Source: an optimization exercise on an open RTL-to-GDS flow (aim: small area, a short achievable clock period and few clock cycles per item). Production flows keep margins and buffers that such runs may drop.
Only simulation tests tie the RTL to the original design; equivalence was not proved.
No activity file was given, so power comes from the tool's default toggle rates.

Design cache, start of the top module:
module cache(
    clk,
    proc_reset,
    proc_read,
    proc_write,
    proc_addr,
    proc_rdata,
    proc_wdata,
    proc_stall,
    mem_read,
    mem_write,
    mem_addr,
    mem_rdata,
    mem_wdata,
    mem_ready
);
clock: 5.0 ns
lec_check: 0
cap_margin: 20
core_margin: 2
core_utilization: 40
setup_slack_margin: 2.0
slew_margin: 20
run.sh (not shown) runs the stock make flow with config.mk's settings and CLKGATE_MAP_FILE= SYNTH_SCRIPT=/design/flow/synth_recipe.tcl, a recipe that flattens the netlist after the stock synthesis.
The first run went through all stages and came out clean.
Testbench counts at the start, summed over its fixed seeds: cycles 121,768, items 32,000.
Edit:
--- a/flow/config.mk
+++ b/flow/config.mk
@@ -9,4 +9,4 @@
 export CORE_MARGIN = 2
 export CORE_UTILIZATION = 40
-export SETUP_SLACK_MARGIN = 2.0
+export SETUP_SLACK_MARGIN = 0.5
 export SLEW_MARGIN = 20
=> Synthesized area stays the same. Design area shrinks by 5.3%. Synthesized cell count is unchanged. First-iteration DRC count shrinks by 8.2%. Clock skew shrinks by 7.5 ps. Core utilization shrinks by 2.7 points. Cell count shrinks by 2.9%. Worst setup slack degrades by 400 ps. Power shrinks by 4.9%. Wire length shrinks by 8.2%.

* * *

Another version of the RTL of cache (not shown whole).
Size: roughly 390 I/O pins, about 50000 sq um of cells after synthesis.
export LEC_CHECK = 0
export CAP_MARGIN = 20
export CORE_MARGIN = 2
export CORE_UTILIZATION = 40
export PLACE_DENSITY = 0.75
export SETUP_SLACK_MARGIN = 2.0
export SLEW_MARGIN = 20
export SYNTH_HIERARCHICAL = 1
export TNS_END_PERCENT = 0
create_clock -name core_clock -period 5.0 [get_ports {clk}]
standard.sh (not shown) runs the stock make flow with config.mk's settings and CLKGATE_MAP_FILE= SYNTH_SCRIPT=/design/flow/synth_recipe.tcl, a recipe that flattens the netlist after the stock synthesis.
==> flow/flow/run.sh <==
#!/bin/bash
# Layout flow: the standard ORFS flow (standard.sh, standard synthesis
# unchanged), with two changes to how the layout is made:
#  - the port buffers that global placement inserts are buf_2 cells rather
#    than the delay cells the resizer picks by default;
#  - clock tree synthesis runs with ORFS's default arguments plus
#    -dont_use_dummy_load, so no dummy loads are added to the clock tree,
#    and with sinks clustered up to 22 to a leaf buffer (at most 100 um across).
# make's full output goes to standard.log in this folder; ORFS's per-step
# logs stay under orfs/logs/.
set -euo pipefail
export BUFFER_PORTS_ARGS="-buffer_cell sky130_fd_sc_hd__buf_2"
export CTS_ARGS="-sink_clustering_enable -repair_clock_nets -dont_use_dummy_load -sink_clustering_size 22 -sink_clustering_max_diameter 100"
bash standard.sh > standard.log 2>&1
Testbench counts at the start, summed over its fixed seeds: cycles 109,150, items 32,000.
==> next run, changes <==
==> flow/flow/run.sh (replaced) <==
#!/bin/bash
# Layout flow: the standard ORFS flow (standard.sh, standard synthesis
# unchanged), with two changes to how the layout is made:
#  - the port buffers that global placement inserts are the smallest buffer
#    (buf_1) rather than the delay cells the resizer picks by default;
#  - clock tree synthesis runs with ORFS's default arguments plus
#    -dont_use_dummy_load, so no dummy loads are added to the clock tree,
#    and with sinks clustered up to 22 to a leaf buffer (at most 100 um across).
# make's full output goes to standard.log in this folder; ORFS's per-step
# logs stay under orfs/logs/.
set -euo pipefail
export BUFFER_PORTS_ARGS="-buffer_cell sky130_fd_sc_hd__buf_1"
export CTS_ARGS="-sink_clustering_enable -repair_clock_nets -dont_use_dummy_load -sink_clustering_size 22 -sink_clustering_max_diameter 100"
bash standard.sh > standard.log 2>&1
--- a/flow/config.mk
+++ b/flow/config.mk
@@ -9,5 +9,4 @@
 export CORE_MARGIN = 2
 export CORE_UTILIZATION = 40
-export PLACE_DENSITY = 0.75
 export SETUP_SLACK_MARGIN = 2.0
 export SLEW_MARGIN = 20
The changed run finished clean.
Via count shrinks slightly.
Fmax shrinks by a few percent.
Utilization grows by 0.14 points.
Final area is about the same.
Synthesized cell count stays the same.
Wire length grows by a few percent.
Global-route usage grows by 1.5 points.
Power barely changes.
Worst setup slack degrades by 0.099 ns.
Hold slack degrades by 0.058 ns.
Clock skew grows by 0.043 ns.

* * *

The RTL this note starts from:
==> flow/design.v <==
module cache(
    clk,
    proc_reset,
    proc_read,
    proc_write,
    proc_addr,
    proc_rdata,
    proc_wdata,
    proc_stall,
    mem_read,
    mem_write,
    mem_addr,
    mem_rdata,
    mem_wdata,
    mem_ready
);
    input          clk;
    input          proc_reset;
    input          proc_read, proc_write;
    input   [29:0] proc_addr;
    input   [31:0] proc_wdata;
    output         proc_stall;
    output  [31:0] proc_rdata;
    input  [127:0] mem_rdata;
    input          mem_ready;
    output         mem_read, mem_write;
    output  [27:0] mem_addr;
    output [127:0] mem_wdata;
    localparam S_IDLE = 2'd0;
    localparam S_RD   = 2'd1;
    localparam S_WR   = 2'd2;
    reg  [1:0]   state;
    reg  [1:0]   next_state;
    wire [24:0]  tag    = proc_addr[29:5];
    wire [2:0]   index  = proc_addr[4:2];
    wire [1:0]   offset = proc_addr[1:0];
    wire s_idle = (state == S_IDLE);
    wire s_rd   = (state == S_RD);
    wire s_wr   = (state == S_WR);
    wire req    = proc_read || proc_write;
    reg  [127:0] fill;
    always @(*) begin
        fill = mem_rdata;
        if (proc_write) fill[offset*32 +: 32] = proc_wdata;
    end
    reg  [7:0]   valid;
    wire [7:0]   line_hit;
    wire [127:0] line_data [0:7];
    reg  [7:0]   acc_sel;
    reg  [3:0]   acc_wsel;
    always @(posedge clk)
        if (s_idle) begin
            acc_sel  <= 8'b1 << index;
            acc_wsel <= 4'b1 << offset;
        end
    genvar gi, gw;
    generate
        for (gi = 0; gi < 8; gi = gi + 1) begin : g_line
            reg  [24:0]  ltag;
            reg  [127:0] ldata;
            cache_tag_cmp u_cmp (
                .v(valid[gi]), .a(ltag), .b(tag), .hit(line_hit[gi])
            );
            assign line_data[gi] = ldata;
            always @(posedge clk)
                if (acc_sel[gi] && s_rd) ltag <= tag;
            for (gw = 0; gw < 4; gw = gw + 1) begin : g_word
                always @(posedge clk)
                    if (acc_sel[gi] && (s_rd || (s_wr && acc_wsel[gw])))
                        ldata[gw*32 +: 32] <= fill[gw*32 +: 32];
            end
        end
    endgenerate
    wire         hit;
    wire [127:0] line;
    wire [7:0]   hsel;
    cache_dec8 u_hdec (.index(index), .sel(hsel));
    cache_hsel8 u_hsel (.sel(hsel), .d(line_hit), .q(hit));
    genvar gv;
    generate
        for (gv = 0; gv < 4; gv = gv + 1) begin : g_lword
            wire [7:0] dsel;
            cache_dec8 u_dec (.index(index), .sel(dsel));
            cache_wsel8 u_wsel (
                .sel(dsel),
                .d0(line_data[0][gv*32 +: 32]), .d1(line_data[1][gv*32 +: 32]),
                .d2(line_data[2][gv*32 +: 32]), .d3(line_data[3][gv*32 +: 32]),
                .d4(line_data[4][gv*32 +: 32]), .d5(line_data[5][gv*32 +: 32]),
                .d6(line_data[6][gv*32 +: 32]), .d7(line_data[7][gv*32 +: 32]),
                .q(line[gv*32 +: 32])
            );
        end
    endgenerate
    wire [3:0] wsel = {offset == 2'd3, offset == 2'd2, offset == 2'd1, offset == 2'd0};
    wire       done;
    cache_rsel8 u_rsel (
        .sel({{4{s_rd}} & wsel, {4{!s_rd}} & wsel}),
        .d0(line[31:0]),       .d1(line[63:32]),
        .d2(line[95:64]),      .d3(line[127:96]),
        .d4(mem_rdata[31:0]),  .d5(mem_rdata[63:32]),
        .d6(mem_rdata[95:64]), .d7(mem_rdata[127:96]),
        .q(proc_rdata)
    );
    reg  [127:0] merged;
    integer mw;
    always @(*)
        for (mw = 0; mw < 4; mw = mw + 1)
            merged[mw*32 +: 32] = wsel[mw] ? proc_wdata : line[mw*32 +: 32];
    assign mem_addr   = proc_addr[29:2];
    assign mem_wdata  = merged;
    assign proc_stall = !done;
    cache_ctl_out u_ctl (
        .hit(hit),
        .go_rd(s_idle && proc_read && !proc_write),
        .go_wr(s_idle && proc_write),
        .ready_done(mem_ready && (s_wr || (s_rd && !proc_write))),
        .s_rd(s_rd), .s_wr(s_wr),
        .mem_read(mem_read), .mem_write(mem_write), .done(done)
    );
    always @(*) begin
        next_state = state;
        case (state)
            S_IDLE: if (proc_write && hit)                      next_state = S_WR;
                    else if ((proc_read || proc_write) && !hit) next_state = S_RD;
            S_RD:   if (mem_ready) next_state = proc_write ? S_WR : S_IDLE;
            S_WR:   if (mem_ready) next_state = S_IDLE;
            default:               next_state = S_IDLE;
        endcase
    end
    always @(posedge clk or posedge proc_reset) begin
        if (proc_reset) begin
            state <= S_IDLE;
            valid <= 8'b0;
        end else begin
            state <= next_state;
            if (s_rd) valid <= valid | acc_sel;
        end
    end
endmodule
module cache_tag_cmp(v, a, b, hit);
    input        v;
    input [24:0] a, b;
    output       hit;
    assign hit = v && (a == b);
endmodule
module cache_rsel8(sel, d0, d1, d2, d3, d4, d5, d6, d7, q);
    input  [7:0]   sel;
    input  [31:0] d0, d1, d2, d3, d4, d5, d6, d7;
    output [31:0] q;
    assign q = ({32{sel[0]}} & d0) | ({32{sel[1]}} & d1)
             | ({32{sel[2]}} & d2) | ({32{sel[3]}} & d3)
             | ({32{sel[4]}} & d4) | ({32{sel[5]}} & d5)
             | ({32{sel[6]}} & d6) | ({32{sel[7]}} & d7);
endmodule
module cache_ctl_out(hit, go_rd, go_wr, ready_done, s_rd, s_wr,
                     mem_read, mem_write, done);
    input  hit, go_rd, go_wr, ready_done, s_rd, s_wr;
    output mem_read, mem_write, done;
    assign mem_read  = ((go_rd || go_wr) && !hit) || s_rd;
    assign mem_write = (go_wr && hit) || s_wr;
    assign done      = (go_rd && hit) || ready_done;
endmodule
module cache_dec8(index, sel);
    input  [2:0] index;
    output [7:0] sel;
    assign sel = 8'b1 << index;
endmodule
module cache_hsel8(sel, d, q);
    input  [7:0] sel;
    input  [7:0] d;
    output       q;
    assign q = |(sel & d);
endmodule
module cache_wsel8(sel, d0, d1, d2, d3, d4, d5, d6, d7, q);
    input  [7:0]  sel;
    input  [31:0] d0, d1, d2, d3, d4, d5, d6, d7;
    output [31:0] q;
    assign q = ({32{sel[0]}} & d0) | ({32{sel[1]}} & d1)
             | ({32{sel[2]}} & d2) | ({32{sel[3]}} & d3)
             | ({32{sel[4]}} & d4) | ({32{sel[5]}} & d5)
             | ({32{sel[6]}} & d6) | ({32{sel[7]}} & d7);
endmodule
==> flow/config.mk <==
export PLATFORM = sky130hd
export DESIGN_NAME = cache
export DESIGN_NICKNAME = cache
export VERILOG_FILES = /design/flow/design.v
export SDC_FILE = /design/flow/constraint.sdc
export NUM_CORES = 4
export LEC_CHECK = 0
export CAP_MARGIN = 20
export CORE_MARGIN = 2
export CORE_UTILIZATION = 40
export SETUP_SLACK_MARGIN = 1.3
export SLEW_MARGIN = 20
export SYNTH_HIERARCHICAL = 1
export TNS_END_PERCENT = 100
==> flow/constraint.sdc <==
create_clock -name core_clock -period 5.0 [get_ports {clk}]
set_input_delay 1.0000 -clock core_clock [delete_from_list [all_inputs] [get_ports {clk}]]
set_output_delay 1.0000 -clock core_clock [all_outputs]
set_load 0.01 [all_outputs]
==> flow/flow/run.sh <==
#!/bin/bash
# Layout flow: the standard ORFS flow (standard.sh, standard synthesis
# unchanged), with two changes to how the layout is made:
#  - the port buffers that global placement inserts are buf_2 cells rather
#    than the delay cells the resizer picks by default;
#  - clock tree synthesis runs with ORFS's default arguments plus
#    -dont_use_dummy_load, so no dummy loads are added to the clock tree,
#    and with sinks clustered up to 22 to a leaf buffer (at most 100 um across).
# make's full output goes to standard.log in this folder; ORFS's per-step
# logs stay under orfs/logs/.
set -euo pipefail
export BUFFER_PORTS_ARGS="-buffer_cell sky130_fd_sc_hd__buf_2"
export CTS_ARGS="-sink_clustering_enable -repair_clock_nets -dont_use_dummy_load -sink_clustering_size 22 -sink_clustering_max_diameter 100"
bash standard.sh > standard.log 2>&1
The starting point ran to the end with no violations.
Testbench counts at the start, summed over its fixed seeds: cycles 109,150, items 32,000.
Rerun with:
--- a/flow/config.mk
+++ b/flow/config.mk
@@ -11 +11 @@
-export SETUP_SLACK_MARGIN = 1.3
+export SETUP_SLACK_MARGIN = 2.0
@@ -14 +14 @@
-export TNS_END_PERCENT = 100
+export TNS_END_PERCENT = 0
The new run went through all stages and came out clean.
Worst setup slack gets better by 12 ps.
Routed wire length goes down by 3.9%.
Sequential share of layout area goes up by 4.6 points.

-- afterwards: timing with drivers on the ports --
The flow's constraints put no driver on any port. The routed layouts listed below were extracted and timed again, unchanged, in two steps.
Step 1, drivers: a clkbuf_16 drives clk and a buf_2 each remaining input, both assumed.
Step 2 adds t to the input delays and takes it off the output delays; t is the mean of the earliest and latest rising clock arrival at the registers after step 1. Input paths then give back, and output paths get back, about the clock's delay inside the block.
Slacks: no drivers / after step 1 / after step 2; pairs: no drivers / after step 1.
run | shift t [ns] | setup slack, ns | worst hold slack (ns)
the first run of note 1 | 0.859 | 0.869 / 0.788 / 0.850 | 0.454 / 0.454 / 0.454
the second run of note 1 | 0.840 | 0.468 / 0.434 / 0.320 | 0.452 / 0.452 / 0.452
the first run of note 2 | 0.700 | 0.807 / 0.570 / 0.570 | 0.382 / 0.334 / 0.475
the second run of note 2 | 0.712 | 0.708 / 0.592 / 0.592 | 0.324 / 0.264 / 0.474
the first run of note 3 | 0.692 | 0.966 / 0.620 / 0.620 | 0.343 / 0.301 / 0.476
the second run of note 3 | 0.724 | 0.978 / 0.724 / 0.590 | 0.416 / 0.351 / 0.473
After both steps every run listed still meets setup and hold. The setup slack of the second run of note 3, which loses most, moves by -0.254 ns with the drivers and by -0.388 ns with both steps.
